Source: an optimization exercise on an open RTL-to-GDS flow (aim: small area). Production flows keep margins and buffers that such runs may drop.
Only simulation tests tie the RTL to the original design; equivalence was not proved.
Power is estimated from default activity; no workload was simulated.

<file path="flow/config.mk">
export PLATFORM = sky130hd
export DESIGN_NAME = Top
export DESIGN_NICKNAME = Top
export VERILOG_FILES = /design/flow/design.v
export SDC_FILE = /design/flow/constraint.sdc
export NUM_CORES = 4
export LEC_CHECK = 0
export CAP_MARGIN = 20
export CORE_MARGIN = 2
export CORE_UTILIZATION = 65
export CTS_BUF_LIST = sky130_fd_sc_hd__clkbuf_16
export CTS_CLUSTER_DIAMETER = 100
export CTS_CLUSTER_SIZE = 24
export SLEW_MARGIN = 20
export SYNTH_HIERARCHICAL = 1
</file>
<file path="flow/constraint.sdc">
create_clock -name core_clock -period 6.0 [get_ports {clk}]
set_input_delay 1.2000 -clock core_clock [delete_from_list [all_inputs] [get_ports {clk}]]
set_output_delay 1.2000 -clock core_clock [all_outputs]
set_load 0.01 [all_outputs]
</file>
<file path="flow/design.v">
`timescale 1ns / 1ns
module counter(
	reset,
	count,
	next
);
input reset;
input [5:0] count;
output [5:0] next;
assign next = reset ? 6'd0 : count + 6'd1;
endmodule
`timescale 1ns / 1ns
module sobel(
	pa,
	na,
	pb,
	nb,
	code
);
input  [9:0] pa, na, pb, nb;
output [7:0] code;
wire [6:0] alo, blo;	 
wire sa, sb;		 
wire wa, wb;		 
diff Da(.p(pa), .n(na), .lo(alo), .sign(sa), .wide(wa));
diff Db(.p(pb), .n(nb), .lo(blo), .sign(sb), .wide(wb));
wire ge, cy;
ripple_carry #(7) Cge(.a(alo), .b(~blo), .ci(1'b1), .co(ge));
ripple_carry #(7) Ccy(.a(alo), .b(blo), .ci(1'b0), .co(cy));
wire a_big = sa ^ ((sa ^ sb) ? cy : ge);
wire [7:0] ca = {alo ^ {7{sa}}, sa};
wire [7:0] cb = {blo ^ {7{sb}}, sb};
assign code = (wa | wb) ? 8'hff : (a_big ? ca : cb);
endmodule
module diff(
	p,
	n,
	lo,
	sign,
	wide
);
input [9:0] p, n;
output [6:0] lo;
output sign, wide;
wire c7;
ripple_add #(7) Lo(.a(p[6:0]), .b(~n[6:0]), .ci(1'b1), .s(lo), .co(c7));
wire [3:0] h0 = {1'b0, p[9:7]} + {1'b1, ~n[9:7]};
wire [3:0] h1 = {1'b0, p[9:7]} + {1'b1, ~n[9:7]} + 4'd1;
wire [3:0] h = c7 ? h1 : h0;
assign sign = h[3];
assign wide = ~(&h | ~|h);
endmodule
module ripple_add #(parameter N = 8) (
	input [N-1:0] a,
	input [N-1:0] b,
	input ci,
	output [N-1:0] s,
	output co
);
wire [N:0] c;
assign c[0] = ci;
genvar i;
generate for (i = 0; i < N; i = i + 1) begin : fa
	assign s[i] = a[i] ^ b[i] ^ c[i];
	assign c[i+1] = (a[i] & b[i]) | (c[i] & (a[i] ^ b[i]));
end endgenerate
assign co = c[N];
endmodule
module ripple_carry #(parameter N = 8) (
	input [N-1:0] a,
	input [N-1:0] b,
	input ci,
	output co
);
wire [N:0] c;
assign c[0] = ci;
genvar i;
generate for (i = 0; i < N; i = i + 1) begin : fa
	assign c[i+1] = (a[i] & b[i]) | (c[i] & (a[i] | b[i]));
end endgenerate
assign co = c[N];
endmodule
module sobel_decode(
	code,
	out
);
input [7:0] code;
output [7:0] out;
wire [7:0] v = {1'b0, code[7:1]} + {7'd0, code[0]};
assign out = v[7] ? 8'hff : {v[6:0], 1'b0};
endmodule
`timescale 1ns / 1ns
module Top(
	clk,
	data_in,
	data_out,
	element,
	outmatrix
);
input clk, data_in, data_out;
input [7:0] element;
output reg [7:0] outmatrix;
reg loading;		 
reg [5:0] Wadr;		 
reg [5:0] Radr;		 
wire [5:0] Wadr_next, Radr_next;
counter countin(
	.reset(!loading),
	.count(Wadr),
	.next(Wadr_next)
);
counter countout(
	.reset(!data_out),
	.count(Radr),
	.next(Radr_next)
);
always @(posedge clk) begin
	loading <= data_in;
	Wadr <= Wadr_next;
	Radr <= Radr_next;
end
reg [71:0] px;
reg [99:0] qs;
wire [7:0] px1 = px[7:0], px8 = px[63:56], px9 = px[71:64];
wire [7:0] s1 = element ^ px1 ^ px8;
wire [7:0] c1 = (element & px1) | (px8 & (element ^ px1));
wire [8:0] s2 = {c1[7], s1[7:1] ^ c1[6:0] ^ px9[7:1], s1[0] ^ px9[0]};
wire [8:0] c2 = {1'b0, (s1[7:1] & c1[6:0]) | (px9[7:1] & (s1[7:1] ^ c1[6:0])), s1[0] & px9[0]};
wire [9:0] q0;
wire q0_co;
ripple_add #(10) Q(.a({1'b0, s2}), .b({c2, 1'b0}), .ci(1'b0), .s(q0), .co(q0_co));
always @(posedge clk) begin
	px <= {px[63:0], element};
	qs <= {qs[89:0], q0};
end
wire [7:0] code;
sobel Sobel(
	.pa(qs[89:80]),
	.na(qs[19:10]),
	.pb(qs[9:0]),
	.nb(qs[99:90]),
	.code(code)
);
wire ins = loading & (|Wadr[5:4]) & (|Wadr[2:1]);
wire [2:0] wrow = Wadr[5:3];
reg [287:0] ring;
genvar r, i, b;
generate for (r = 0; r < 6; r = r + 1) begin : rows
	always @(posedge clk)
		ring[48*r +: 48] <= {ring[48*r +: 40],
			(ins && wrow == r + 2) ? code : ring[48*r+40 +: 8]};
end endgenerate
reg [2:0] ph, burst_ph;
wire [2:0] ph_next = data_in ? 3'd5 : (ph == 3'd5) ? 3'd0 : ph + 3'd1;
always @(posedge clk) begin
	ph <= ph_next;
	if (!data_out)
		burst_ph <= ph_next;
end
wire [2:0] rrow = Radr[5:3];
wire [2:0] rcol = Radr[2:0];
wire inner_col = (rcol != 3'd0) & (rcol != 3'd7);
wire [5:0] sel_pos, sel_row;
generate for (i = 0; i < 6; i = i + 1) begin : dec
	assign sel_pos[i] = burst_ph == i;
	assign sel_row[i] = inner_col & (rrow == i + 1);
end endgenerate
wire [7:0] rd;
generate for (b = 0; b < 8; b = b + 1) begin : rdbit
	wire [5:0] at_row;
	for (r = 0; r < 6; r = r + 1) begin : row
		sel6 Pos(
			.s(sel_pos),
			.d({ring[48*r+40+b], ring[48*r+32+b], ring[48*r+24+b],
			    ring[48*r+16+b], ring[48*r+8+b], ring[48*r+b]}),
			.y(at_row[r])
		);
	end
	sel6 Row(.s(sel_row), .d(at_row), .y(rd[b]));
end endgenerate
wire [7:0] result;
sobel_decode Dec(
	.code(rd),
	.out(result)
);
always @(posedge clk)
	if (data_out)
		outmatrix <= result;
endmodule
module sel6(
	s,
	d,
	y
);
input [5:0] s, d;
output y;
wire n0, n1;
sel3n Lo(.s(s[2:0]), .d(d[2:0]), .y(n0));
sel3n Hi(.s(s[5:3]), .d(d[5:3]), .y(n1));
assign y = ~(n0 & n1);
endmodule
module sel3n(
	s,
	d,
	y
);
input [2:0] s, d;
output y;
assign y = ~|(s & d);
endmodule
</file>
<file path="flow/run.sh">
#!/bin/bash
# synth_recipe.tcl (not shown) runs the flow's synth.tcl, then flattens the netlist and writes it again
# the make line also repeats each setting of config.mk as NAME=value (left out here)
make -C /OpenROAD-flow-scripts/flow DESIGN_CONFIG=/design/flow/config.mk WORK_HOME=/design/flow/orfs CLKGATE_MAP_FILE= SYNTH_SCRIPT=/design/flow/synth_recipe.tcl finish
</file>
==> results.cfg, run 1 <==
[critical_path]
path_cells = clkdlybuf4s50_1, inv_1, fa_1, fa_1, inv_1, fa_1, fa_1, fa_1, fa_1, fa_1, fa_1, inv_1, fa_1, inv_1, fa_1, inv_1, fa_1, inv_1
critPathKind = in -> reg
cp_data_required_time_ns = 6.45
cp_common_cell = fa_1
crit_buf_inv = 7
critPathCaptureType = flop
cp_slowest_cell = fa_1
cpLargestDelayFamily = adder cells
critical_path.max_fanout = 2
startpoint_type = input port
critPathArrivalTime_ns = 6.11
cpPeakStageDelay_ns = 0.51

[clock_tree]
path_clk_slew_ns = 0.09
cts.root.buffer_cell = clkbuf_16
clk_latency_ns = 0.55
numCtsBuffers = 24
cts_tree = yes
cts_setup_buffers = 0
clock-sinks = 487
h-tree-depth = 1
cts-hold-fix-buffers = 0
cts.repair.resized = 0
clock_path_buffers = 3

[floorplanning]
fp.dieH_um = 154
num_rows = 54
die_w_um = 154
core-area_um2 = 22000
top_level_ports = 19
die_area_um2 = 23800
start_util_pct = 66.7

[sta]
worst_slack_ns = 0.336
fin_crit_sh_pct = 94.4
finalHoldViolCount = 0
post-route-min-period_ns = 5.66
report.final.slew_viol_count = 0
tightest_slew_ns = 1.01
setup_viol = 0
maxSlewHeadroom_pct = 32.1
skew_ns = 0.0190
clock.fmax_ghz = 0.177
whs_ns = 0.324
rsz0062_at_grt = no

[synth]
yosysWarnings = 7
syn_inst = 1076
syn_area_um2 = 14700
syn_avg_cell_area_um2 = 13.6

[placed_design]
dpl_worst_slack_ns = -0.232
routabilityCongestion = 0.790
hpwlAfterDp_um = 16200
io_buffers = 18

[final_layout]
regArea_um2 = 9860
final_common_cell = dfxtp_1
n_fill_cell = 1515
drive_gt1_share_pct = 12.0
design.final.nets = 1194
areaGrowthSynthToFinish_pct = 8.60
num_antenna_cells = 0
multi_input_area_um2 = 4400
final_cell_mix = 476 x dfxtp_1, 112 x a222oi_1, 103 x inv_1

[min_path]
hp-class = reg -> reg

[global_route]
grt_max_degree = 49
antenna_found_initial = 0
grt_pass1_vias = 8342
grt_pass1_wl_um = 43700
grt_usage_pct = 23.0
overflow = 0

[flow_run]
cap_violations = 0

[route]
vias = 8160
ant_nets = 0
drc_errors = 0
first_pass_iters = 9
dr.first_iter.drc_count = 966
viasPerCell = 5.78
totalWireLength_um = 26900
routedWlPerCell_um = 19.0

[pwr]
ir_worst_vdd_mv = 0.382
powerDensity_nw_per_um2 = 539
leakage_uw = 0.00678

[run_status]
status = finished clean
==> routing by layer <==
layer / vias to the layer above / GRT usage, % / share of wire, %
met5: - / 0 / 0
met4: 0 / 5.74 / 2.2
met3: 35 / 3.69 / 6.5
met2: 235 / 35.7 / 44
met1: 3956 / 34.2 / 48
li1: 3934 / - / -
==> path summary, 6_finish.rpt <==
check | startpoint | to | cells after the start | slack (ns)
max | element[1] | qs[9]$_DFF_P_ | 18 | 0.34
min | qs[34]$_DFF_P_ | qs[44]$_DFF_P_ | 0 | 0.32
max reg2reg | qs[10]$_DFF_P_ | ring[195]$_DFF_P_ | 17 | 0.61
min reg2reg | qs[34]$_DFF_P_ | qs[44]$_DFF_P_ | 0 | 0.32
==> registers in the layout, summed over array words and instances (netlist names) <==
name       flops
Radr           6
Wadr           6
burst_ph       3
loading        1
outmatrix      8
ph             3
px            72
qs           100
ring         288
==> where the power goes <==
| group | switching, uW | internal (uW) |
|---|---|---|
| Combinational | 1680 | 1410 |
| Clock | 944 | 754 |
| Sequential | 152 | 3640 |
| Total | 2780 | 5800 |
==> cell type report <==
class                      count  share of cell area, %
sequential                   487                   61.9
timing repair buffer          30                   1.70
tap                          280                   2.20
multi-input combinational    484                   27.6
clock buffer                  25                   3.93
inverter                     102                   2.41
clock inverter                 4                  0.197
==> worst reg2reg max path: cells and delay by family (launching register included) <==
family | cells | cell delay, ns
fa+ha+maj | 7 | 2.69
compound gates | 4 | 1.54
buf+inv | 4 | 0.39
flops | 1 | 0.33
mux | 1 | 0.31
simple gates | 1 | 0.08
==> stage by stage <==
step,power [uW],setup TNS (ns),instances,cell area [um2],util [%]
after floorplan,6420,0,1079,14700,-
after global placement,6860,-0.175,1383,15300,69.5
after detailed placement,6940,-0.284,1383,15300,69.5
after CTS,8640,0,1412,15900,72.5
after global routing,9200,0,1412,15900,72.5
final,8580,0,1412,15900,72.5
==> inputs of run 2 (changes only) <==
--- a/flow/config.mk
+++ b/flow/config.mk
@@ -9,7 +9,7 @@
 export CORE_MARGIN = 2
 export CORE_UTILIZATION = 65
 export CTS_BUF_LIST = sky130_fd_sc_hd__clkbuf_16
-export CTS_CLUSTER_DIAMETER = 100
-export CTS_CLUSTER_SIZE = 24
+export CTS_CLUSTER_DIAMETER = 120
+export CTS_CLUSTER_SIZE = 32
 export SLEW_MARGIN = 20
 export SYNTH_HIERARCHICAL = 1
==> results.cfg, run 2 <==
[run_status]
status = finished clean

[final_layout]
final_common_cell = dfxtp_1
final_area_um2 = 15800
top_regs = ring: 288 flops, qs: 100 flops, px: 72 flops
final_core_util_pct = 71.9
layoutNonFillerInstCount = 1408
n_fill_cell = 1543
largest_reg_flops = 288
design.final.nets = 1189
final_cell_mix = 476 x dfxtp_1, 112 x a222oi_1, 103 x inv_1
areaGrowthSynthToFinish_pct = 7.72
drive_gt1_share_pct = 11.6
regMostFlops = ring

[min_path]
worstHoldStart = px[37]$_DFF_P_
hp-class = reg -> reg
whs_endpoint = px[45]$_DFF_P_
min_delay_path_depth = 0

[route]
routedWlPerCell_um = 19.0
dr.first_iter.drc_count = 1037
viasPerCell = 5.77
drc_errors = 0
vias = 8119
totalWireLength_um = 26800
ant_nets = 0
first_pass_iters = 9

[placed_design]
routabilityCongestion = 0.790
dpl_cell_area_um2 = 15300
io_buffers = 18
dp.cells = 1383
hpwlAfterDp_um = 16200

[sta]
fin_crit_sh_pct = 94.2
rsz0062_at_grt = no
tightest_slew_ns = 1.05
post-route-min-period_ns = 5.65
clock.fmax_ghz = 0.177
finalHoldViolCount = 0
maxSlewHeadroom_pct = 29.8
report.final.slew_viol_count = 0
setup_viol = 0
whs_ns = 0.305
skew_ns = 0.0280

[global_route]
overflow = 0
antenna_found_initial = 0
grt_max_degree = 49
grt_pass1_wl_um = 43500
grt_pass1_vias = 8314
grt_usage_pct = 23.0

[clock_tree]
numCtsBuffers = 19
h-tree-depth = 1
clk_latency_ns = 0.53
cts.repair.resized = 0
path_clk_slew_ns = 0.11
cts-hold-fix-buffers = 0
clock-sinks = 487
cts_setup_buffers = 0
clock_path_buffers = 3
cts_tree = yes
cts.root.buffer_cell = clkbuf_16

[synth]
syn_area_um2 = 14700
syn_inst = 1076
yosysWarnings = 7
syn_avg_cell_area_um2 = 13.6

[critical_path]
critPathCaptureType = flop
worstRegToRegCells = 17
path_cells = clkdlybuf4s50_1, inv_1, fa_1, fa_1, inv_1, fa_1, fa_1, fa_1, fa_1, fa_1, fa_1, inv_1, fa_1, inv_1, fa_1, inv_1, fa_1, inv_1
critical_path.max_fanout = 2
cpLargestDelayFamily = adder cells
critPathArrivalTime_ns = 6.10
r2r_slack_ns = 0.66
cp_slowest_cell = fa_1
cp_common_cell = fa_1
reg2reg_from = qs[10]$_DFF_P_
startpoint_type = input port
critPathKind = in -> reg
regToRegEndpoint = ring[195]$_DFF_P_
cp_data_required_time_ns = 6.45
crit_buf_inv = 7
cpPeakStageDelay_ns = 0.51
path_depth = 18

[floorplanning]
die_w_um = 154
start_util_pct = 66.7
top_level_ports = 19
die_area_um2 = 23800
fp.dieH_um = 154
num_rows = 54
core-area_um2 = 22000

[pwr]
ir_worst_vdd_mv = 0.376
p_total_uw = 8390
leakage_uw = 0.00671
powerDensity_nw_per_um2 = 531

[flow_run]
cap_violations = 0
[run 2: final cells by class]
cell class	instances	area [um2]	area share, %
Sequential cell	487	9860	62.5
Multi-Input combinational cell	484	4400	27.8
Clock buffer	19	475	3.01
Inverter	102	383	2.43
Tap cell	280	350	2.22
Timing Repair Buffer	30	270	1.71
Clock inverter	5	50.0	0.317
Antenna cell	1	2.50	0.0159
[run 2: how the worst max path moves through the flow]
stage / startpoint / end
5_1_grt: element[1] / qs[9]$_DFF_P_
2_1_floorplan: element[1] / qs[9]$_DFF_P_
4_1_cts: element[1] / qs[9]$_DFF_P_
3_5_place_dp: element[1] / qs[9]$_DFF_P_
6_report: element[1] / qs[9]$_DFF_P_
3_3_place_gp: element[1] / qs[9]$_DFF_P_
[run 2: metal layers]
layer | vias up | share of wire [%] | wire length [um] | GRT usage (%)
li1 | 3918 | - | - | -
met1 | 3907 | 48 | 13000 | 34.5
met2 | 255 | 44 | 11800 | 35.6
met3 | 39 | 5.9 | 1580 | 3.55
met4 | 0 | 1.8 | 471 | 5.16
met5 | - | 0 | 0 | 0
[run 2: metrics by stage]
step / setup WS, ns / TNS, ns
2_1_floorplan: 0.474 / 0
3_3_place_gp: -0.173 / -0.175
6_report: 0.350 / 0
4_1_cts: 0.299 / 0
3_5_place_dp: -0.232 / -0.284
5_1_grt: 0.164 / 0
[run 2: report_power, final]
| part | switching, uW | internal (uW) | leakage, uW |
|---|---|---|---|
| Clock | 916 | 592 | 0.000266 |
| Sequential | 156 | 3640 | 0.00404 |
| Combinational | 1670 | 1410 | 0.00240 |
==> inputs of run 3 (changes only) <==
--- a/flow/design.v
+++ b/flow/design.v
@@ -28,9 +28,25 @@
 ripple_carry #(7) Cge(.a(alo), .b(~blo), .ci(1'b1), .co(ge));
 ripple_carry #(7) Ccy(.a(alo), .b(blo), .ci(1'b0), .co(cy));
 wire a_big = sa ^ ((sa ^ sb) ? cy : ge);
-wire [7:0] ca = {alo ^ {7{sa}}, sa};
-wire [7:0] cb = {blo ^ {7{sb}}, sb};
-assign code = (wa | wb) ? 8'hff : (a_big ? ca : cb);
+wire s = a_big ? sa : sb;
+wire sat = wa | wb;
+genvar i;
+generate for (i = 0; i < 7; i = i + 1) begin : mag
+	code_bit M(.a(alo[i]), .b(blo[i]), .a_big(a_big), .s(s), .sat(sat), .m(code[i+1]));
+end endgenerate
+assign code[0] = s | sat;
+endmodule
+module code_bit(
+	a,
+	b,
+	a_big,
+	s,
+	sat,
+	m
+);
+input a, b, a_big, s, sat;
+output m;
+assign m = ((a_big ? a : b) ^ s) | sat;
 endmodule
 module diff(
 	p,
@@ -50,6 +66,37 @@
 assign sign = h[3];
 assign wide = ~(&h | ~|h);
 endmodule
+module fa(
+	a,
+	b,
+	c,
+	s,
+	co
+);
+input a, b, c;
+output s, co;
+assign {co, s} = a + b + c;
+endmodule
+module ha(
+	a,
+	b,
+	s,
+	co
+);
+input a, b;
+output s, co;
+assign {co, s} = a + b;
+endmodule
+module carry(
+	a,
+	b,
+	c,
+	co
+);
+input a, b, c;
+output co;
+assign co = (a & b) | (a & c) | (b & c);
+endmodule
 module ripple_add #(parameter N = 8) (
 	input [N-1:0] a,
 	input [N-1:0] b,
@@ -60,9 +107,8 @@
 wire [N:0] c;
 assign c[0] = ci;
 genvar i;
-generate for (i = 0; i < N; i = i + 1) begin : fa
-	assign s[i] = a[i] ^ b[i] ^ c[i];
-	assign c[i+1] = (a[i] & b[i]) | (c[i] & (a[i] ^ b[i]));
+generate for (i = 0; i < N; i = i + 1) begin : add
+	fa F(.a(a[i]), .b(b[i]), .c(c[i]), .s(s[i]), .co(c[i+1]));
 end endgenerate
 assign co = c[N];
 endmodule
@@ -75,8 +121,8 @@
 wire [N:0] c;
 assign c[0] = ci;
 genvar i;
-generate for (i = 0; i < N; i = i + 1) begin : fa
-	assign c[i+1] = (a[i] & b[i]) | (c[i] & (a[i] | b[i]));
+generate for (i = 0; i < N; i = i + 1) begin : add
+	carry C(.a(a[i]), .b(b[i]), .c(c[i]), .co(c[i+1]));
 end endgenerate
 assign co = c[N];
 endmodule
@@ -122,13 +168,26 @@
 reg [71:0] px;
 reg [99:0] qs;
 wire [7:0] px1 = px[7:0], px8 = px[63:56], px9 = px[71:64];
-wire [7:0] s1 = element ^ px1 ^ px8;
-wire [7:0] c1 = (element & px1) | (px8 & (element ^ px1));
-wire [8:0] s2 = {c1[7], s1[7:1] ^ c1[6:0] ^ px9[7:1], s1[0] ^ px9[0]};
-wire [8:0] c2 = {1'b0, (s1[7:1] & c1[6:0]) | (px9[7:1] & (s1[7:1] ^ c1[6:0])), s1[0] & px9[0]};
+wire [7:0] s1, c1;	 
+wire [8:0] s2;
+wire [7:0] c2;		 
+wire [9:0] k;		 
 wire [9:0] q0;
-wire q0_co;
-ripple_add #(10) Q(.a({1'b0, s2}), .b({c2, 1'b0}), .ci(1'b0), .s(q0), .co(q0_co));
+genvar i, r, b;
+generate for (i = 0; i < 8; i = i + 1) begin : csa
+	fa F1(.a(px1[i]), .b(px8[i]), .c(px9[i]), .s(s1[i]), .co(c1[i]));
+	if (i > 0)
+		fa F2(.a(s1[i]), .b(c1[i-1]), .c(element[i]), .s(s2[i]), .co(c2[i]));
+	else
+		ha H2(.a(s1[0]), .b(element[0]), .s(s2[0]), .co(c2[0]));
+end endgenerate
+assign s2[8] = c1[7];
+assign q0[0] = s2[0];
+ha H(.a(s2[1]), .b(c2[0]), .s(q0[1]), .co(k[2]));
+generate for (i = 2; i < 9; i = i + 1) begin : add
+	fa F(.a(s2[i]), .b(c2[i-1]), .c(k[i]), .s(q0[i]), .co(k[i+1]));
+end endgenerate
+assign q0[9] = k[9];
 always @(posedge clk) begin
 	px <= {px[63:0], element};
 	qs <= {qs[89:0], q0};
@@ -144,7 +203,6 @@
 wire ins = loading & (|Wadr[5:4]) & (|Wadr[2:1]);
 wire [2:0] wrow = Wadr[5:3];
 reg [287:0] ring;
-genvar r, i, b;
 generate for (r = 0; r < 6; r = r + 1) begin : rows
 	always @(posedge clk)
 		ring[48*r +: 48] <= {ring[48*r +: 40],
==> results.cfg, run 3 <==
[global_route]
grt_pass1_wl_um = 43400
grt_max_degree = 49
overflow = 0
antenna_found_initial = 0
grt_pass1_vias = 8373
grt_usage_pct = 24.4

[critical_path]
critPathKind = reg -> reg
path_depth = 18
crit_buf_inv = 3
path_cells = inv_1, fa_1, fa_1, fa_1, fa_1, fa_1, fa_1, fa_1, nand2_1, nor3b_2, xor2_1, buf_4, mux2_1, mux2i_1, buf_4, mux2i_1, mux2i_1, mux2_2
cpLargestDelayFamily = adder cells
cp_slowest_cell = mux2i_1
critPathArrivalTime_ns = 6.14
startpoint_type = flop
cp_data_required_time_ns = 6.47
worstRegToRegCells = 18
r2r_slack_ns = 0.33
cpPeakStageDelay_ns = 0.66
critical_path.max_fanout = 7
cp_common_cell = fa_1
critPathCaptureType = flop

[final_layout]
areaGrowthSynthToFinish_pct = 8.28
final_cell_mix = 476 x dfxtp_1, 112 x a222oi_1, 68 x nand2_1
num_antenna_cells = 0
design.final.nets = 1075
n_fill_cell = 1373
top_regs = ring: 288 flops, qs: 100 flops, px: 72 flops
largest_reg_flops = 288
final_common_cell = dfxtp_1
drive_gt1_share_pct = 11.9
regMostFlops = ring

[pwr]
ir_worst_vdd_mv = 0.562
powerDensity_nw_per_um2 = 485
leakage_uw = 0.00623

[sta]
fin_crit_sh_pct = 94.4
clock.fmax_ghz = 0.176
post-route-min-period_ns = 5.67
report.final.slew_viol_count = 0
skew_ns = 0.0245
maxSlewHeadroom_pct = 26.9
finalHoldViolCount = 0
rsz0062_at_grt = no
tightest_slew_ns = 1.09
setup_viol = 0
tns_ns = 0
whs_ns = 0.317

[floorplanning]
fp.dieH_um = 151
die_w_um = 151
start_util_pct = 66.5
top_level_ports = 19
num_rows = 53
core-area_um2 = 21200
die_area_um2 = 22800

[clock_tree]
cts.root.buffer_cell = clkbuf_16
numCtsBuffers = 19
h-tree-depth = 1
cts-hold-fix-buffers = 0
clock_path_buffers = 3
cts_tree = yes
cts.repair.resized = 0
clock-sinks = 487
cts_setup_buffers = 0
path_clk_slew_ns = 0.11
clk_latency_ns = 0.52

[route]
ant_nets = 0
routedWlPerCell_um = 21.1
viasPerCell = 6.06
first_pass_iters = 8
vias = 7801
drc_errors = 0
dr.first_iter.drc_count = 1187
totalWireLength_um = 27100

[synth]
synth_commonest_cells = 476 x dfxtp_1, 112 x a222oi_1, 68 x nand2_1, 42 x mux2_2, 38 x fa_1
syn_avg_cell_area_um2 = 14.7
yosysWarnings = 7
synth_top_area_share_pct = 67.8
ys_seq_elements = 487
yosys-top-cells-area = dfxtp_1 68%, a222oi_1 8.0%, fa_1 5.4%
yosysUniqueCellTypes = 50
synth_largest_area_cell = dfxtp_1
async_flop_share_pct = 0
synth_edf_count = 11
yosysSeqAreaShare_pct = 70.1
synth-main-ff-cell = dfxtp_1
synth_most_common_cell = dfxtp_1
syn_area_um2 = 14100
syn_inst = 959

[min_path]
hp-class = reg -> reg
min_delay_path_depth = 0

[flow_run]
cap_violations = 0

[placed_design]
routabilityCongestion = 0.765
hpwlAfterDp_um = 16200
io_buffers = 18

[run_status]
status = finished clean
## run 3: power breakdown
part	total, uW	switching [uW]	internal [uW]
sequential	3770	159	3610
combinational	2120	1070	1040
clock	1500	909	588
## run 3: stage by stage
step	instances	setup WS, ns	area [um2]	total power [uW]	utilization [%]
after global routing	1288	0.0378	15200	7850	72.0
after floorplan	959	0.682	14100	5440	-
final	1288	0.333	15200	7390	72.0
after global placement	1265	0.590	14700	5830	69.5
after CTS	1287	0.329	15200	7440	71.9
after detailed placement	1265	0.360	14700	5950	69.5
## run 3: area by class of cell
cell class / count / area [um2] / area share, %
clock buffers: 19 / 475 / 3.12
multi-input cells: 441 / 4100 / 26.9
clock inverters: 3 / 37.5 / 0.247
repair buffers: 33 / 293 / 1.92
well taps: 275 / 344 / 2.26
flip-flops and latches: 487 / 9860 / 64.8
inverters: 30 / 113 / 0.740
## run 3: cell families (layout without fill, tap and decap cells)
logic type      count (synthesis)  in the layout  synth area share [%]
flops                         487            487                  70.1
fa+ha+maj                      66             66                  7.78
simple gates                  155            155                  5.78
other cells                     4              4                 0.107
mux                            68             68                  5.52
compound gates                134            134                  8.93
buf+inv                        31             85                 0.881
xor+xnor                       14             14                 0.872
## run 3: per-module statistics from Yosys, one instance, submodules excluded, a selection
module / cell area, um2 / times used / flip-flops and latches
counter: 111 / 2 / 0
code_bit: 30.0 / 7 / 0
diff: 218 / 2 / 0
sobel: 103 / 1 / 0
ha: 12.5 / 2 / 0
sel3n: 10.0 / 112 / 0
sel6: 3.75 / 56 / 0
sobel_decode: 154 / 1 / 0
## run 3: metal layers
metal	wire, um	share of wire (%)	GRT usage (%)
met1	11300	42	32.0
met2	13300	49	41.6
met3	1730	6.4	3.61
met4	786	2.9	8.83
met5	0	0	0
## run 3: worst paths after layout
| check | from | endpoint |
|---|---|---|
| setup / recovery | qs[90]$_DFF_P_ | ring[50]$_DFF_P_ |
| hold reg to reg | px[22]$_DFF_P_ | px[30]$_DFF_P_ |
| hold / removal | px[22]$_DFF_P_ | px[30]$_DFF_P_ |
| setup reg to reg | qs[90]$_DFF_P_ | ring[50]$_DFF_P_ |
## run 3: worst reg2reg max path, delay by kind of cell (launching register included)
family,cells,cell delay [ns]
adder cells (fa/ha/maj),7,2.84
flip-flops,1,0.33
buffers and inverters,3,0.43
AND/OR/NAND/NOR,2,0.20
XOR/XNOR,1,0.15
multiplexers,5,1.69
==> inputs of run 4 (changes only) <==
--- a/flow/design.v
+++ b/flow/design.v
@@ -60,11 +60,13 @@
 output sign, wide;
 wire c7;
 ripple_add #(7) Lo(.a(p[6:0]), .b(~n[6:0]), .ci(1'b1), .s(lo), .co(c7));
-wire [3:0] h0 = {1'b0, p[9:7]} + {1'b1, ~n[9:7]};
-wire [3:0] h1 = {1'b0, p[9:7]} + {1'b1, ~n[9:7]} + 4'd1;
-wire [3:0] h = c7 ? h1 : h0;
-assign sign = h[3];
-assign wide = ~(&h | ~|h);
+wire [3:0] d = {1'b0, p[9:7]} - {1'b0, n[9:7]};
+wire lt = d[3];				 
+wire le = d[3] | ~|d[2:0];		 
+wire m10 = &d | ~|d;			 
+wire z1 = ~d[3] & ~|d[2:1];		 
+assign sign = c7 ? lt : le;
+assign wide = c7 ? ~m10 : ~z1;
 endmodule
 module fa(
 	a,
@@ -204,9 +206,14 @@
 wire [2:0] wrow = Wadr[5:3];
 reg [287:0] ring;
 generate for (r = 0; r < 6; r = r + 1) begin : rows
+	wire put = ins & (wrow == r + 2);
+	wire keep = ~put;
+	wire [7:0] head;
+	for (b = 0; b < 8; b = b + 1) begin : hb
+		ao22 H(.a1(put), .a2(code[b]), .b1(keep), .b2(ring[48*r+40+b]), .y(head[b]));
+	end
 	always @(posedge clk)
-		ring[48*r +: 48] <= {ring[48*r +: 40],
-			(ins && wrow == r + 2) ? code : ring[48*r+40 +: 8]};
+		ring[48*r +: 48] <= {ring[48*r +: 40], head};
 end endgenerate
 reg [2:0] ph, burst_ph;
 wire [2:0] ph_next = data_in ? 3'd5 : (ph == 3'd5) ? 3'd0 : ph + 3'd1;
@@ -245,6 +252,17 @@
 	if (data_out)
 		outmatrix <= result;
 endmodule
+module ao22(
+	a1,
+	a2,
+	b1,
+	b2,
+	y
+);
+input a1, a2, b1, b2;
+output y;
+assign y = (a1 & a2) | (b1 & b2);
+endmodule
 module sel6(
 	s,
 	d,
--- a/flow/config.mk
+++ b/flow/config.mk
@@ -7,7 +7,7 @@
 export LEC_CHECK = 0
 export CAP_MARGIN = 20
 export CORE_MARGIN = 2
-export CORE_UTILIZATION = 65
+export CORE_UTILIZATION = 78
 export CTS_BUF_LIST = sky130_fd_sc_hd__clkbuf_16
 export CTS_CLUSTER_DIAMETER = 120
 export CTS_CLUSTER_SIZE = 32
==> results.cfg, run 4 <==
[min_path]
hp-class = reg -> reg
min_delay_path_depth = 0

[route]
viasPerCell = 6.88
ant_nets = 0
routedWlPerCell_um = 26.3
first_pass_iters = 9
drc_errors = 0
vias = 8508
totalWireLength_um = 32500
dr.first_iter.drc_count = 1429

[synth]
yosys-top-cells-area = dfxtp_1 69%, a222oi_1 8.1%, fa_1 5.5%
synth_most_common_cell = dfxtp_1
ys_seq_elements = 487
synth_largest_area_cell = dfxtp_1
synth_top_area_share_pct = 68.8
syn_inst = 952
yosysUniqueCellTypes = 46
yosysSeqAreaShare_pct = 71.2
synth-main-ff-cell = dfxtp_1
synth_edf_count = 11
yosysWarnings = 7
synth_commonest_cells = 476 x dfxtp_1, 112 x a222oi_1, 64 x nand2_1, 48 x a22o_1, 38 x fa_1
async_flop_share_pct = 0
syn_avg_cell_area_um2 = 14.6
syn_area_um2 = 13900

[floorplanning]
num_rows = 48
fp.dieH_um = 137
die_area_um2 = 18800
top_level_ports = 19
core-area_um2 = 17400
die_w_um = 137
start_util_pct = 79.8

[critical_path]
critPathCaptureType = flop
critPathKind = reg -> reg
cp_data_required_time_ns = 6.48
cpPeakStageDelay_ns = 0.60
critPathArrivalTime_ns = 6.41
cp_slowest_cell = mux2i_1
startpoint_type = flop
worstRegToRegCells = 16
cp_common_cell = fa_1
path_cells = inv_1, fa_1, fa_1, fa_1, fa_1, fa_1, fa_1, fa_1, o41ai_2, buf_4, mux2_1, mux2i_1, buf_4, mux2i_1, mux2i_1, a22o_1
critical_path.max_fanout = 7

[global_route]
grt_max_degree = 49
grt_pass1_vias = 8922
overflow = 0
antenna_found_initial = 0
grt_pass1_wl_um = 49400
grt_usage_pct = 34.8

[final_layout]
areaGrowthSynthToFinish_pct = 8.46
largest_reg_flops = 288
n_fill_cell = 736
final_area_um2 = 15000
top_regs = ring: 288 flops, qs: 100 flops, px: 72 flops
num_antenna_cells = 0
regMostFlops = ring
drive_gt1_share_pct = 7.72
final_cell_mix = 476 x dfxtp_1, 112 x a222oi_1, 64 x nand2_1
design.final.nets = 1069
final_common_cell = dfxtp_1

[clock_tree]
h-tree-depth = 1
cts_setup_buffers = 0
path_clk_slew_ns = 0.11
cts_tree = yes
clk_latency_ns = 0.54
cts.root.buffer_cell = clkbuf_16
clock_path_buffers = 3
numCtsBuffers = 19
clock-sinks = 487

[sta]
setup_viol = 0
report.final.slew_viol_count = 0
worst_slack_ns = 0.0672
post-route-min-period_ns = 5.93
fin_crit_sh_pct = 98.9
finalHoldViolCount = 0
clock.fmax_ghz = 0.169
maxSlewHeadroom_pct = 26.6
skew_ns = 0.0264
tightest_slew_ns = 1.09

[placed_design]
dpl_cell_area_um2 = 14500
io_buffers = 18
hpwlAfterDp_um = 18900
routabilityCongestion = 0.799
dpl_worst_slack_ns = 0.318

[pwr]
ir_worst_vdd_mv = 0.574
leakage_uw = 0.00609
p_total_uw = 7640
powerDensity_nw_per_um2 = 509

[flow_run]
cap_violations = 0

[run_status]
status = finished clean
-- run 4: cell count changes in the layout (fill, tap and decap cells not counted), sizes merged, moves of 4 or more --
cell / before / now
nand2: 69 / 64
nor2: 30 / 22
xnor2: 7 / 3
mux2: 52 / 2
or3b: 0 / 4
a22o: 0 / 48
inv: 32 / 38
-- run 4: through the flow --
step	TNS (ns)	instances	hold slack [ns]	util [%]
global placement	0	1211	0.312	83.4
CTS	0	1236	0.321	86.5
finish	0	1236	0.318	86.6
floorplan	0	952	0.310	-
global route	-0.0381	1236	0.322	86.6
detailed placement	0	1212	0.312	83.4
-- run 4: repair_timing --
action                     4_1_cts  5_1_grt
hold buffers                     0        0
setup endpoints to repair        0       24
gates resized for setup          0        3
-- run 4: Yosys stat by module (local to each module, per instance), excerpt --
module        cells  flops+latches
ha                1              0
fa                1              0
Top             533            487
code_bit          4              0
ao22              1              0
sel6              1              0
sobel_decode     22              0
counter          16              0
sobel            17              0
carry             1              0
-- run 4: cell type report --
cell class | instances | area, um2 | area share [%]
Clock buffer | 19 | 475 | 3.16
Tap cell | 225 | 282 | 1.87
Timing Repair Buffer | 36 | 313 | 2.08
Multi-Input combinational cell | 430 | 3920 | 26.1
Sequential cell | 487 | 9860 | 65.6
Inverter | 34 | 128 | 0.849
Clock inverter | 5 | 50.0 | 0.333
-- run 4: worst max-delay path: cells and delay by family (launching register included) --
family,cells,cell delay (ns)
AOI/OAI and AO/OA,2,0.77
adders and majority gates,7,2.92
buffers and inverters,3,0.53
DFF,1,0.33
muxes,4,1.32
-- run 4: kinds of logic (layout without fill, tap and decap cells) --
kind of cell | after synthesis | in the layout | share of synthesized area, %
fa+ha+maj | 64 | 64 | 7.71
flops | 487 | 487 | 71.2
mux | 20 | 20 | 1.46
other cells | 4 | 4 | 0.108
xor+xnor | 10 | 10 | 0.632
buf+inv | 35 | 94 | 1.00
simple gates | 153 | 153 | 5.89
compound gates | 179 | 179 | 12.0
-- run 4: final timing paths --
path / from / end / slack (ns)
setup / recovery: qs[90]$_DFF_P_ / ring[241]$_DFF_P_ / 0.07
hold / removal: qs[42]$_DFF_P_ / qs[52]$_DFF_P_ / 0.32
setup reg to reg: qs[90]$_DFF_P_ / ring[241]$_DFF_P_ / 0.07
hold reg to reg: qs[42]$_DFF_P_ / qs[52]$_DFF_P_ / 0.32
-- run 4: metal layers --
metal  GRT usage [%]  wire length (um)
met2            59.5             16100
met4            16.2              1660
met5               0                 0
met3            5.74              2600
met1            43.5             12100
-- run 4: where the power goes --
group | total (uW) | internal (uW) | leakage, uW | switching [uW]
Combinational | 2310 | 986 | 0.00180 | 1320
Sequential | 3810 | 3610 | 0.00403 | 193
Clock | 1530 | 593 | 0.000266 | 933
Total | 7640 | 5190 | 0.00609 | 2450
==> inputs of run 5 (changes only) <==
--- a/flow/config.mk
+++ b/flow/config.mk
@@ -7,7 +7,7 @@
 export LEC_CHECK = 0
 export CAP_MARGIN = 20
 export CORE_MARGIN = 2
-export CORE_UTILIZATION = 78
+export CORE_UTILIZATION = 70
 export CTS_BUF_LIST = sky130_fd_sc_hd__clkbuf_16
 export CTS_CLUSTER_DIAMETER = 120
 export CTS_CLUSTER_SIZE = 32
==> results.cfg, run 5 <==
[clock_tree]
cts.root.buffer_cell = clkbuf_16
cts_setup_buffers = 0
clk_latency_ns = 0.54
cts-hold-fix-buffers = 0
cts_tree = yes
cts.repair.resized = 0
path_clk_slew_ns = 0.11
h-tree-depth = 1
numCtsBuffers = 19
clock-sinks = 487
clock_path_buffers = 3

[sta]
tns_ns = 0
setup_viol = 0
fin_crit_sh_pct = 94.8
clock.fmax_ghz = 0.176
rsz0062_at_grt = no
finalHoldViolCount = 0
maxSlewHeadroom_pct = 31.8
tightest_slew_ns = 1.02
report.final.slew_viol_count = 0
skew_ns = 0.0271
post-route-min-period_ns = 5.69

[critical_path]
critPathArrivalTime_ns = 6.18
critical_path.max_fanout = 7
critPathCaptureType = flop
critPathKind = reg -> reg
path_cells = inv_1, fa_1, fa_1, fa_1, fa_1, fa_1, fa_1, fa_1, o41ai_1, buf_4, mux2_1, mux2i_1, buf_4, mux2i_1, mux2i_1, a22o_1
cpPeakStageDelay_ns = 0.59
startpoint_type = flop
startpoint = qs[90]$_DFF_P_
r2r_slack_ns = 0.31
cp_common_cell = fa_1
worstRegToRegCells = 16
cp_slowest_cell = mux2i_1
reg2reg_from = qs[90]$_DFF_P_
regToRegEndpoint = ring[49]$_DFF_P_
cp_data_required_time_ns = 6.49

[pwr]
clockPowerShare_pct = 20.7
p_switching_uw = 2140
p_total_uw = 7300
seq_power_share_pct = 51.9
combPwrFrac_pct = 27.3
ir_worst_vdd_mv = 0.441
p_int_uw = 5160
leakage_uw = 0.00610
powerDensity_nw_per_um2 = 484
switching_share_pct = 29.4

[synth]
synth_largest_area_cell = dfxtp_1
ys_seq_elements = 487
synth_most_common_cell = dfxtp_1
yosysUniqueCellTypes = 46
synth-main-ff-cell = dfxtp_1
yosysSeqAreaShare_pct = 71.2
syn_inst = 952
synth_commonest_cells = 476 x dfxtp_1, 112 x a222oi_1, 64 x nand2_1, 48 x a22o_1, 38 x fa_1
synth_edf_count = 11
syn_avg_cell_area_um2 = 14.6
async_flop_share_pct = 0
synth_top_area_share_pct = 68.8
syn_area_um2 = 13900
yosys-top-cells-area = dfxtp_1 69%, a222oi_1 8.1%, fa_1 5.5%
yosysWarnings = 7

[floorplanning]
top_level_ports = 19
core-area_um2 = 19500
die_area_um2 = 20900
die_w_um = 145
fp.dieH_um = 145
num_rows = 51
start_util_pct = 71.2

[flow_run]
cap_violations = 0

[global_route]
grt_max_degree = 49
grt_pass1_wl_um = 45800
overflow = 0
antenna_found_initial = 0
grt_usage_pct = 28.5
grt_pass1_vias = 8647

[final_layout]
num_antenna_cells = 0
largest_reg_flops = 288
design.final.nets = 1070
final_common_cell = dfxtp_1
drive_gt1_share_pct = 7.61
final_cell_mix = 476 x dfxtp_1, 112 x a222oi_1, 64 x nand2_1
areaGrowthSynthToFinish_pct = 8.82
top_regs = ring: 288 flops, qs: 100 flops, px: 72 flops
regMostFlops = ring

[min_path]
min_delay_path_depth = 0
hp-class = reg -> reg
whs_endpoint = qs[82]$_DFF_P_
worstHoldStart = qs[72]$_DFF_P_

[route]
viasPerCell = 6.30
drc_errors = 0
totalWireLength_um = 28900
vias = 8041
routedWlPerCell_um = 22.6
ant_nets = 0
dr.first_iter.drc_count = 911
first_pass_iters = 8

[placed_design]
routabilityCongestion = 0.799
io_buffers = 18
hpwlAfterDp_um = 17600

[run_status]
status = finished clean
-- run 5: cell counts after synthesis --
No cell type changed its count.
-- run 5: kinds of logic (layout without fill, tap and decap cells) --
| kind of cell | after synthesis | in the layout | synth area share, % |
|---|---|---|---|
| AO/OA/AOI/OAI | 179 | 179 | 12.0 |
| XOR/XNOR | 10 | 10 | 0.632 |
| adder cells (fa/ha/maj) | 64 | 64 | 7.71 |
| buffers and inverters | 35 | 95 | 1.00 |
| flip-flops | 487 | 487 | 71.2 |
| multiplexers | 20 | 20 | 1.46 |
| other | 4 | 4 | 0.108 |
| AND/OR/NAND/NOR | 153 | 153 | 5.89 |
-- run 5: metal layers --
layer / track usage, % / part of all wire [%] / vias to the layer above
met5: 0 / 0 / -
met4: 9.91 / 2.6 / 0
met3: 3.62 / 6.3 / 64
met2: 51.0 / 51 / 314
met1: 36.0 / 40 / 4022
li1: - / - / 3641
-- run 5: worst max-delay path: cells and delay by family (launching register included) --
family,cells,cell delay [ns]
AOI/OAI and AO/OA,2,0.65
adders and majority gates,7,2.82
buffers and inverters,3,0.47
DFF,1,0.33
muxes,4,1.35
-- run 5: worst max path at each step --
stage / cells after the start / slack, ns / to
after floorplan: 13 / 0.58 / ring[100]$_DFF_P_
after global placement: 16 / 0.65 / ring[241]$_DFF_P_
after detailed placement: 15 / 0.38 / ring[1]$_DFF_P_
after CTS: 15 / 0.31 / ring[49]$_DFF_P_
after global routing: 16 / 0.06 / ring[49]$_DFF_P_
final: 16 / 0.31 / ring[49]$_DFF_P_
-- run 5: layout make-up --
type                       count  area, um2
clock buffer                  19        475
inverter                      34        128
multi-input combinational    430       3910
fill                        1128       4390
tap                          265        332
clock inverter                 5       50.0
sequential                   487       9860
timing repair buffer          37        323
-- run 5: per-module statistics from Yosys, one instance, submodules excluded, excerpt --
module	times used	flops+latches
ha	2	0
Top	1	487
sel3n	112	0
sobel_decode	1	0
fa	36	0
carry	14	0
diff	2	0
code_bit	7	0
counter	2	0
-- run 5: power by group through the flow --
stage          logic (uW)  registers [uW]  clock network, uW
5_1_grt              2160            3830               1640
3_5_place_dp         1920            3850                  0
3_3_place_gp         1800            3830                  0
4_1_cts              1990            3800               1540
6_report             2000            3790               1510
2_1_floorplan        1460            3780                  0
-- run 5: through the flow --
| step | std cells | cell area [um2] | worst slack [ns] | util [%] | hold WS [ns] |
|---|---|---|---|---|---|
| after floorplan | 952 | 13900 | 0.577 | - | 0.310 |
| after global placement | 1253 | 14500 | 0.651 | 74.7 | 0.311 |
| after detailed placement | 1253 | 14600 | 0.382 | 74.8 | 0.312 |
| after CTS | 1277 | 15100 | 0.309 | 77.5 | 0.311 |
| after global routing | 1277 | 15100 | 0.0576 | 77.5 | 0.315 |
| final | 1277 | 15100 | 0.310 | 77.5 | 0.306 |
==> inputs of run 6 (changes only) <==
--- a/flow/config.mk
+++ b/flow/config.mk
@@ -5,11 +5,11 @@
 export SDC_FILE = /design/flow/constraint.sdc
 export NUM_CORES = 4
 export LEC_CHECK = 0
-export CAP_MARGIN = 20
+export CAP_MARGIN = 0
 export CORE_MARGIN = 2
 export CORE_UTILIZATION = 70
 export CTS_BUF_LIST = sky130_fd_sc_hd__clkbuf_16
 export CTS_CLUSTER_DIAMETER = 120
 export CTS_CLUSTER_SIZE = 32
-export SLEW_MARGIN = 20
+export SLEW_MARGIN = 0
 export SYNTH_HIERARCHICAL = 1
==> results.cfg, run 6 <==
[run_status]
status = finished clean

[floorplanning]
fp.dieH_um = 145
die_area_um2 = 20900
num_rows = 51
core-area_um2 = 19500
die_w_um = 145
start_util_pct = 71.2
top_level_ports = 19

[placed_design]
routabilityCongestion = 0.799
io_buffers = 18
dp.cells = 1253
hpwlAfterDp_um = 17700
dpl_worst_slack_ns = 0.407

[clock_tree]
cts.root.buffer_cell = clkbuf_16
clock_path_buffers = 3
cts-hold-fix-buffers = 0
clk_latency_ns = 0.54
numCtsBuffers = 19
h-tree-depth = 1
clock-sinks = 487
path_clk_slew_ns = 0.11
cts_tree = yes

[route]
drc_errors = 0
ant_nets = 0
routedWlPerCell_um = 22.9
viasPerCell = 6.30
dr.first_iter.drc_count = 1007
first_pass_iters = 6
totalWireLength_um = 29300
vias = 8043

[synth]
async_flop_share_pct = 0
yosysSeqAreaShare_pct = 71.2
synth-main-ff-cell = dfxtp_1
syn_avg_cell_area_um2 = 14.6
synth_top_area_share_pct = 68.8
synth_largest_area_cell = dfxtp_1
synth_edf_count = 11
synth_most_common_cell = dfxtp_1
syn_inst = 952
yosysUniqueCellTypes = 46
yosysWarnings = 7
synth_commonest_cells = 476 x dfxtp_1, 112 x a222oi_1, 64 x nand2_1, 48 x a22o_1, 38 x fa_1
syn_area_um2 = 13900
ys_seq_elements = 487
yosys-top-cells-area = dfxtp_1 69%, a222oi_1 8.1%, fa_1 5.5%

[global_route]
grt_max_degree = 49
overflow = 0
grt_pass1_vias = 8450
antenna_found_initial = 0
grt_pass1_wl_um = 45800
grt_usage_pct = 28.4

[critical_path]
r2r_slack_ns = 0.20
critical_path.max_fanout = 7
worstRegToRegCells = 16
reg2reg_from = qs[90]$_DFF_P_
cp_data_required_time_ns = 6.48
regToRegEndpoint = ring[199]$_DFF_P_
critPathKind = reg -> reg
startpoint_type = flop
critPathCaptureType = flop
critPathArrivalTime_ns = 6.28

[pwr]
switching_share_pct = 29.8
p_switching_uw = 2200
ir_worst_vdd_mv = 0.449
p_int_uw = 5170
clockPowerShare_pct = 20.8
combPwrFrac_pct = 27.8
p_total_uw = 7370
leakage_uw = 0.00610
seq_power_share_pct = 51.4
powerDensity_nw_per_um2 = 489

[final_layout]
final_cell_mix = 476 x dfxtp_1, 112 x a222oi_1, 64 x nand2_1
areaGrowthSynthToFinish_pct = 8.81
regMostFlops = ring
layoutNonFillerInstCount = 1277
drive_gt1_share_pct = 7.61
largest_reg_flops = 288
num_antenna_cells = 0
design.final.nets = 1070
final_common_cell = dfxtp_1
top_regs = ring: 288 flops, qs: 100 flops, px: 72 flops

[sta]
rsz0062_at_grt = no
clock.fmax_ghz = 0.172
whs_ns = 0.313
tightest_slew_ns = 1.29
maxSlewHeadroom_pct = 13.5
setup_viol = 0
tns_ns = 0
finalHoldViolCount = 0
fin_crit_sh_pct = 96.7
skew_ns = 0.0291
post-route-min-period_ns = 5.80
report.final.slew_viol_count = 0
worst_slack_ns = 0.198

[min_path]
whs_endpoint = qs[82]$_DFF_P_
min_delay_path_depth = 0
worstHoldStart = qs[72]$_DFF_P_
hp-class = reg -> reg

[flow_run]
cap_violations = 0
## run 6: critical path, stage by stage (launching register included)
cell and delay (ns):
dfxtp_1 0.33, inv_1 0.05, fa_1 0.40, fa_1 0.42, fa_1 0.39, fa_1 0.39
fa_1 0.42, fa_1 0.41, fa_1 0.41, o41ai_1 0.38, buf_4 0.21, mux2_1 0.36
mux2i_1 0.23, buf_4 0.23, mux2i_1 0.24, mux2i_1 0.59, a22o_1 0.26
## run 6: worst max-delay path by stage
| stage | start | slack [ns] | to | cells after the start |
|---|---|---|---|---|
| final | qs[90]$_DFF_P_ | 0.20 | ring[199]$_DFF_P_ | 16 |
| after floorplan | qs[0]$_DFF_P_ | 0.58 | ring[100]$_DFF_P_ | 13 |
| after CTS | qs[90]$_DFF_P_ | 0.28 | ring[49]$_DFF_P_ | 16 |
| after detailed placement | qs[0]$_DFF_P_ | 0.41 | ring[1]$_DFF_P_ | 15 |
| after global placement | qs[90]$_DFF_P_ | 0.65 | ring[241]$_DFF_P_ | 16 |
| after global routing | qs[90]$_DFF_P_ | 0.003 | ring[244]$_DFF_P_ | 16 |
## run 6: per-module statistics from Yosys (local to each module, per instance), a selection
| module | copies in the design | cells | cell area (um2) | flip-flops and latches |
|---|---|---|---|---|
| Top | 1 | 533 | 10200 | 487 |
| ao22 | 48 | 1 | 8.76 | 0 |
| carry | 14 | 1 | 11.3 | 0 |
| code_bit | 7 | 4 | 30.0 | 0 |
| counter | 2 | 16 | 111 | 0 |
| diff | 2 | 26 | 165 | 0 |
| fa | 36 | 1 | 20.0 | 0 |
| ha | 2 | 1 | 12.5 | 0 |
| sel3n | 112 | 1 | 10.0 | 0 |
| sel6 | 56 | 1 | 3.75 | 0 |
| sobel | 1 | 17 | 103 | 0 |
| sobel_decode | 1 | 22 | 154 | 0 |
## run 6: final cells by class
class / instances / area (um2)
sequential: 487 / 9860
tap: 265 / 332
timing repair buffer: 37 / 323
multi-input combinational: 430 / 3910
fill: 1135 / 4390
clock buffer: 19 / 475
inverter: 34 / 128
clock inverter: 5 / 50.0
## run 6: logic make-up after synthesis
group	Yosys count	share of synthesized area, %
compound gates	179	12.0
xor+xnor	10	0.632
fa+ha+maj	64	7.71
buf+inv	35	1.00
flops	487	71.2
mux	20	1.46
other cells	4	0.108
simple gates	153	5.89
## run 6: repair_timing
item / in CTS / in global routing
setup buffers: 0 / 0
resized for setup: 0 / 2
setup endpoints to repair: 0 / 8
## run 6: stage by stage
| step | cell area (um2) | utilization [%] |
|---|---|---|
| 2_1_floorplan | 13900 | - |
| 3_3_place_gp | 14500 | 74.7 |
| 3_5_place_dp | 14500 | 74.7 |
| 4_1_cts | 15100 | 77.4 |
| 5_1_grt | 15100 | 77.5 |
| 6_report | 15100 | 77.5 |
## run 6: metal layers
layer	up-vias	routed length [um]	GRT usage [%]
li1	3639	-	-
met1	4004	11700	36.4
met4	0	649	8.64
met2	332	15000	50.5
met3	68	1910	4.18
met5	-	0	0
## run 6: power by group through the flow
stage               sequential (uW)  combinational (uW)  clock, uW
global route                   3820                2200       1650
detailed placement             3850                1930          0
CTS                            3790                2000       1540
floorplan                      3780                1460          0
finish                         3790                2050       1530
global placement               3830                1800          0
==> inputs of run 7 (changes only) <==
==> flow/config.mk (replaced) <==
export PLATFORM = sky130hd
export DESIGN_NAME = Top
export DESIGN_NICKNAME = Top
export VERILOG_FILES = /design/flow/design.v
export SDC_FILE = /design/flow/constraint.sdc
export NUM_CORES = 4
export LEC_CHECK = 0
export CAP_MARGIN = 20
export CORE_MARGIN = 2
export CORE_UTILIZATION = 65
export CTS_BUF_LIST = sky130_fd_sc_hd__clkbuf_16
export CTS_CLUSTER_DIAMETER = 120
export CTS_CLUSTER_SIZE = 32
export SLEW_MARGIN = 20
export SYNTH_HIERARCHICAL = 1
==> results.cfg, run 7 <==
[run_status]
status = finished clean

[final_layout]
layoutNonFillerInstCount = 1290
largest_reg_flops = 288
regMostFlops = ring
drive_gt1_share_pct = 7.59
areaGrowthSynthToFinish_pct = 8.96
design.final.nets = 1073
num_antenna_cells = 0
top_regs = ring: 288 flops, qs: 100 flops, px: 72 flops
final_common_cell = dfxtp_1
final_cell_mix = 476 x dfxtp_1, 112 x a222oi_1, 64 x nand2_1

[global_route]
use_met3_pct = 3.60
use_met1_pct = 34.1
busiest_layer = met2
overflow = 0
antenna_found_initial = 0
grt_use_met2_pct = 44.3
grt_pass1_vias = 8218
grt_pass1_wl_um = 44700
grt_usage_pct = 25.6
grt_max_degree = 49

[route]
ant_nets = 0
dr.first_iter.drc_count = 957
totalWireLength_um = 28100
routedWlPerCell_um = 21.8
vias = 7887
drc_errors = 0
first_pass_iters = 7
viasPerCell = 6.11

[clock_tree]
cts.repair.resized = 0
cts_setup_buffers = 0
path_clk_slew_ns = 0.11
numCtsBuffers = 19
cts-hold-fix-buffers = 0
clock_path_buffers = 3
clk_latency_ns = 0.54
h-tree-depth = 1
cts.root.buffer_cell = clkbuf_16
cts_tree = yes
clock-sinks = 487

[placed_design]
routabilityCongestion = 0.771
dp.cells = 1266
io_buffers = 18
dpl_worst_slack_ns = 0.577
hpwlAfterDp_um = 16700

[sta]
fin_crit_sh_pct = 93.5
clock.fmax_ghz = 0.178
rsz0062_at_grt = no
maxSlewHeadroom_pct = 18.9
worst_slack_ns = 0.393
post-route-min-period_ns = 5.61
skew_ns = 0.0298
report.final.slew_viol_count = 0
tightest_slew_ns = 1.21
whs_ns = 0.310
finalHoldViolCount = 0
tns_ns = 0
setup_viol = 0

[critical_path]
startpoint_type = flop
cp_slowest_cell = mux2i_1
cpPeakStageDelay_ns = 0.53
critical_path.max_fanout = 7
critPathKind = reg -> reg
cp_common_cell = fa_1
cp_data_required_time_ns = 6.48
critPathCaptureType = flop
path_cells = inv_1, fa_1, fa_1, fa_1, fa_1, fa_1, fa_1, fa_1, o41ai_1, buf_4, mux2_1, mux2i_1, buf_4, mux2i_1, mux2i_1, a22o_1
critPathArrivalTime_ns = 6.08

[floorplanning]
start_util_pct = 66.1
die_area_um2 = 22500
die_w_um = 150
fp.dieH_um = 150
core-area_um2 = 21000
num_rows = 53
top_level_ports = 19

[synth]
yosys-top-cells-area = dfxtp_1 69%, a222oi_1 8.1%, fa_1 5.5%
syn_inst = 952
synth_most_common_cell = dfxtp_1
async_flop_share_pct = 0
syn_avg_cell_area_um2 = 14.6
yosysWarnings = 7
synth_top_area_share_pct = 68.8
synth-main-ff-cell = dfxtp_1
synth_edf_count = 11
yosysSeqAreaShare_pct = 71.2
syn_area_um2 = 13900
synth_commonest_cells = 476 x dfxtp_1, 112 x a222oi_1, 64 x nand2_1, 48 x a22o_1, 38 x fa_1
ys_seq_elements = 487
yosysUniqueCellTypes = 46
synth_largest_area_cell = dfxtp_1

[pwr]
clockPowerShare_pct = 20.8
combPwrFrac_pct = 26.9
seq_power_share_pct = 52.3
leakage_uw = 0.00611
ir_worst_vdd_mv = 0.472
p_switching_uw = 2080
switching_share_pct = 28.8
powerDensity_nw_per_um2 = 479
p_int_uw = 5150

[flow_run]
cap_violations = 0

[min_path]
hp-class = reg -> reg
## run 7: cell counts after synthesis
No cell type changed its count.
## run 7: kinds of logic after synthesis
logic type,count (synthesis),share of synthesized area [%]
other,4,0.108
adders and majority gates,64,7.71
buffers and inverters,35,1.00
DFF,487,71.2
AOI/OAI and AO/OA,179,12.0
muxes,20,1.46
and+or+nand+nor,153,5.89
xor gates and xnor gates,10,0.632
## run 7: stage by stage
| stage | utilization, % | cell area [um2] | power, uW |
|---|---|---|---|
| floorplan | - | 13900 | 5250 |
| global placement | 69.5 | 14600 | 5640 |
| detailed placement | 69.5 | 14600 | 5730 |
| CTS | 72.0 | 15100 | 7270 |
| global route | 72.0 | 15100 | 7620 |
| finish | 72.0 | 15100 | 7230 |
## run 7: worst max-delay path, delay by kind of cell (launching register included)
family	cells	cell delay, ns
adder cells (fa/ha/maj)	7	2.90
flip-flops	1	0.33
AO/OA/AOI/OAI	2	0.57
multiplexers	4	1.29
buffers and inverters	3	0.45
## run 7: per-module statistics from Yosys (local to each module, per instance), a selection
module        flip-flops and latches  times used  area [um2]  cells inside
carry                              0          14        11.3             1
sel3n                              0         112        10.0             1
sel6                               0          56        3.75             1
ao22                               0          48        8.76             1
sobel                              0           1         103            17
counter                            0           2         111            16
diff                               0           2         165            26
fa                                 0          36        20.0             1
sobel_decode                       0           1         154            22
code_bit                           0           7        30.0             4
ha                                 0           2        12.5             1
## run 7: routing by layer
metal / up-vias / share of wire [%]
met4: 0 / 2.3
met1: 3908 / 42
li1: 3639 / -
met2: 289 / 49
met5: - / 0
met3: 51 / 6.2
## run 7: worst paths after layout
path / endpoint / cells past startpoint / start / slack, ns
worst max-delay path: ring[196]$_DFF_P_ / 16 / qs[90]$_DFF_P_ / 0.39
worst min-delay path: qs[40]$_DFF_P_ / 0 / qs[30]$_DFF_P_ / 0.31
worst max register to register: ring[196]$_DFF_P_ / 16 / qs[90]$_DFF_P_ / 0.39
worst min register to register: qs[40]$_DFF_P_ / 0 / qs[30]$_DFF_P_ / 0.31
## run 7: power by group through the flow
stage	logic [uW]	registers, uW	clock network (uW)
after floorplan	1460	3780	0
after global placement	1810	3830	0
after detailed placement	1880	3850	0
after CTS	1940	3790	1530
after global routing	2130	3820	1660
final	1950	3780	1500
## run 7: final cells by class
type / instances / area, um2
Sequential cell: 487 / 9860
Fill cell: 1374 / 5860
Inverter: 34 / 128
Multi-Input combinational cell: 430 / 3890
Clock buffer: 19 / 475
Clock inverter: 5 / 50.0
Tap cell: 275 / 344
Timing Repair Buffer: 40 / 345
==> inputs of run 8 (changes only) <==
--- a/flow/config.mk
+++ b/flow/config.mk
@@ -7,9 +7,9 @@
 export LEC_CHECK = 0
 export CAP_MARGIN = 20
 export CORE_MARGIN = 2
-export CORE_UTILIZATION = 65
+export CORE_UTILIZATION = 70
 export CTS_BUF_LIST = sky130_fd_sc_hd__clkbuf_16
-export CTS_CLUSTER_DIAMETER = 120
-export CTS_CLUSTER_SIZE = 32
+export CTS_CLUSTER_DIAMETER = 110
+export CTS_CLUSTER_SIZE = 36
 export SLEW_MARGIN = 20
 export SYNTH_HIERARCHICAL = 1
==> results.cfg, run 8 <==
[run_status]
status = finished clean

[critical_path]
reg2reg_from = qs[90]$_DFF_P_
cp_data_required_time_ns = 6.48
startpoint = qs[90]$_DFF_P_
critPathCaptureType = flop
critPathKind = reg -> reg
critical_path.max_fanout = 7
critPathArrivalTime_ns = 6.26
startpoint_type = flop

[placed_design]
routabilityCongestion = 0.799
io_buffers = 18
dpl_worst_slack_ns = 0.382
hpwlAfterDp_um = 17600

[floorplanning]
die_w_um = 145
die_area_um2 = 20900
num_rows = 51
core-area_um2 = 19500
top_level_ports = 19
start_util_pct = 71.2
fp.dieH_um = 145

[sta]
post-route-min-period_ns = 5.78
fin_crit_sh_pct = 96.4
setup_viol = 0
finalHoldViolCount = 0
worst_slack_ns = 0.218
clock.fmax_ghz = 0.173
maxSlewHeadroom_pct = 32.5
skew_ns = 0.0248
tns_ns = 0
tightest_slew_ns = 1.01
rsz0062_at_grt = no
report.final.slew_viol_count = 0

[pwr]
clockPowerShare_pct = 19.9
switching_share_pct = 29.2
leakage_uw = 0.00608
p_int_uw = 5100
seq_power_share_pct = 52.5
p_switching_uw = 2100
combPwrFrac_pct = 27.6
ir_worst_vdd_mv = 0.414
powerDensity_nw_per_um2 = 480

[synth]
syn_area_um2 = 13900
yosysWarnings = 7
ys_seq_elements = 487
yosysSeqAreaShare_pct = 71.2
syn_avg_cell_area_um2 = 14.6
syn_inst = 952
synth_edf_count = 11
async_flop_share_pct = 0
yosys-top-cells-area = dfxtp_1 69%, a222oi_1 8.1%, fa_1 5.5%
synth_largest_area_cell = dfxtp_1
synth_most_common_cell = dfxtp_1
synth_top_area_share_pct = 68.8
yosysUniqueCellTypes = 46
synth_commonest_cells = 476 x dfxtp_1, 112 x a222oi_1, 64 x nand2_1, 48 x a22o_1, 38 x fa_1
synth-main-ff-cell = dfxtp_1

[global_route]
grt_pass1_wl_um = 44700
overflow = 0
grt_pass1_vias = 8443
antenna_found_initial = 0
grt_max_degree = 49
grt_usage_pct = 27.7

[final_layout]
largest_reg_flops = 288
areaGrowthSynthToFinish_pct = 8.39
design.final.nets = 1068
final_cell_mix = 476 x dfxtp_1, 112 x a222oi_1, 64 x nand2_1
n_fill_cell = 1123
drive_gt1_share_pct = 7.43
final_common_cell = dfxtp_1
top_regs = ring: 288 flops, qs: 100 flops, px: 72 flops
num_antenna_cells = 0
regMostFlops = ring

[route]
routedWlPerCell_um = 22.3
dr.first_iter.drc_count = 1102
totalWireLength_um = 28400
drc_errors = 0
first_pass_iters = 7
ant_nets = 0
viasPerCell = 6.31
vias = 8041

[clock_tree]
cts_setup_buffers = 0
clk_latency_ns = 0.54
h-tree-depth = 1
cts-hold-fix-buffers = 0
cts.root.buffer_cell = clkbuf_16
cts_tree = yes
clock-sinks = 487
cts.repair.resized = 0
path_clk_slew_ns = 0.12
numCtsBuffers = 17
clock_path_buffers = 3

[flow_run]
cap_violations = 0

[min_path]
worstHoldStart = qs[36]$_DFF_P_
hp-class = reg -> reg
[run 8: worst max-delay path, stage by stage, from the launching register on]
cell	delay, ns
dfxtp_1	0.34
inv_1	0.05
fa_1	0.40
fa_1	0.43
fa_1	0.40
fa_1	0.40
fa_1	0.41
fa_1	0.40
fa_1	0.41
o41ai_1	0.40
buf_4	0.21
mux2_1	0.33
mux2i_1	0.17
buf_4	0.21
mux2i_1	0.26
mux2i_1	0.64
a22o_1	0.26
[run 8: final timing paths]
check        cells after the start  slack, ns               end
max reg2reg                     16       0.22  ring[49]$_DFF_P_
min                              0       0.33    qs[46]$_DFF_P_
max                             16       0.22  ring[49]$_DFF_P_
min reg2reg                      0       0.33    qs[46]$_DFF_P_
[run 8: kinds of logic (layout without fill, tap and decap cells)]
group / Yosys count / in the layout / synth area share (%)
flip-flops: 487 / 487 / 71.2
adder cells (fa/ha/maj): 64 / 64 / 7.71
XOR/XNOR: 10 / 10 / 0.632
multiplexers: 20 / 20 / 1.46
AO/OA/AOI/OAI: 179 / 179 / 12.0
other: 4 / 4 / 0.108
AND/OR/NAND/NOR: 153 / 153 / 5.89
buffers and inverters: 35 / 93 / 1.00
[run 8: power by group through the flow]
stage               registers, uW  clock network [uW]  logic, uW
finish                       3780                1430       1990
global route                 3820                1560       2140
CTS                          3790                1450       1980
detailed placement           3850                   0       1920
global placement             3830                   0       1800
floorplan                    3780                   0       1460
[run 8: layout make-up]
cell class              count  area, um2  area share (%)
well taps                 265        332            2.21
clock buffers              17        425            2.83
multi-input cells         430       3910            26.0
clock inverters             5       40.0           0.267
repair buffers             37        323            2.15
inverters                  34        128           0.850
flip-flops and latches    487       9860            65.7
[run 8: Yosys stat by module, one instance, submodules excluded, excerpt]
| module | cells inside | flip-flops and latches | times used | cell area [um2] |
|---|---|---|---|---|
| code_bit | 4 | 0 | 7 | 30.0 |
| ao22 | 1 | 0 | 48 | 8.76 |
| diff | 26 | 0 | 2 | 165 |
| Top | 533 | 487 | 1 | 10200 |
| sel6 | 1 | 0 | 56 | 3.75 |
| sel3n | 1 | 0 | 112 | 10.0 |
| ha | 1 | 0 | 2 | 12.5 |
| carry | 1 | 0 | 14 | 11.3 |
[run 8: routing by layer]
metal  track usage, %  part of all wire, %  vias up
met5                0                    0        -
met1             35.3                   39     3982
li1                 -                    -     3636
met2             49.5                   51      361
met3             3.78                  6.8       62
met4             8.38                  2.3        0
[run 8: stage by stage]
stage	hold slack (ns)	cells	instance area (um2)	util [%]	total power, uW
after floorplan	0.310	952	13900	-	5250
after global placement	0.311	1253	14500	74.7	5630
after detailed placement	0.312	1253	14600	74.8	5770
after CTS	0.324	1275	15000	77.2	7220
after global routing	0.331	1275	15000	77.2	7520
final	0.325	1275	15000	77.2	7200

## separate check: timing with driven ports
How much do the figures lean on ideal ports? The routed layouts below were timed once more, with nothing changed but the port constraints. Step 1 (the two cells are an assumption about what drives the block):
set clk [get_ports {clk}]
set_driving_cell -lib_cell sky130_fd_sc_hd__clkbuf_16 $clk
set_driving_cell -lib_cell sky130_fd_sc_hd__buf_2 [delete_from_list [all_inputs] $clk]
Step 2 adds t to the input delays and takes it off the output delays; t is the mean of the earliest and latest rising clock arrival at the registers after step 1. Input paths then give back, and output paths get back, about the clock's delay inside the block. Slacks: ideal / step 1 / step 2; pairs: ideal / step 1.
run	shift t [ns]	setup WS [ns]	hold WS [ns]	worst register clock-pin slew, ns
run 1	0.586	0.336 / 0.361 / -0.225	0.324 / 0.324 / 0.324	0.09 / 0.09
run 2	0.570	0.350 / 0.375 / -0.194	0.305 / 0.305 / 0.305	0.11 / 0.11
run 3	0.559	0.333 / 0.333 / 0.333	0.317 / 0.317 / 0.317	0.12 / 0.12
run 4	0.576	0.067 / 0.067 / 0.067	0.318 / 0.318 / 0.318	0.12 / 0.12
run 5	0.573	0.310 / 0.310 / 0.310	0.306 / 0.306 / 0.306	0.12 / 0.12
run 6	0.572	0.198 / 0.198 / 0.198	0.313 / 0.313 / 0.313	0.12 / 0.12
run 7	0.574	0.393 / 0.393 / 0.393	0.310 / 0.310 / 0.310	0.11 / 0.11
run 8	0.571	0.218 / 0.218 / 0.218	0.325 / 0.325 / 0.325	0.12 / 0.12
Met with ideal ports but missed after step 2: setup timing in run 1 and run 2. The setup slack of run 1, which loses most, moves by +0.025 ns with the drivers and by -0.561 ns with both steps.
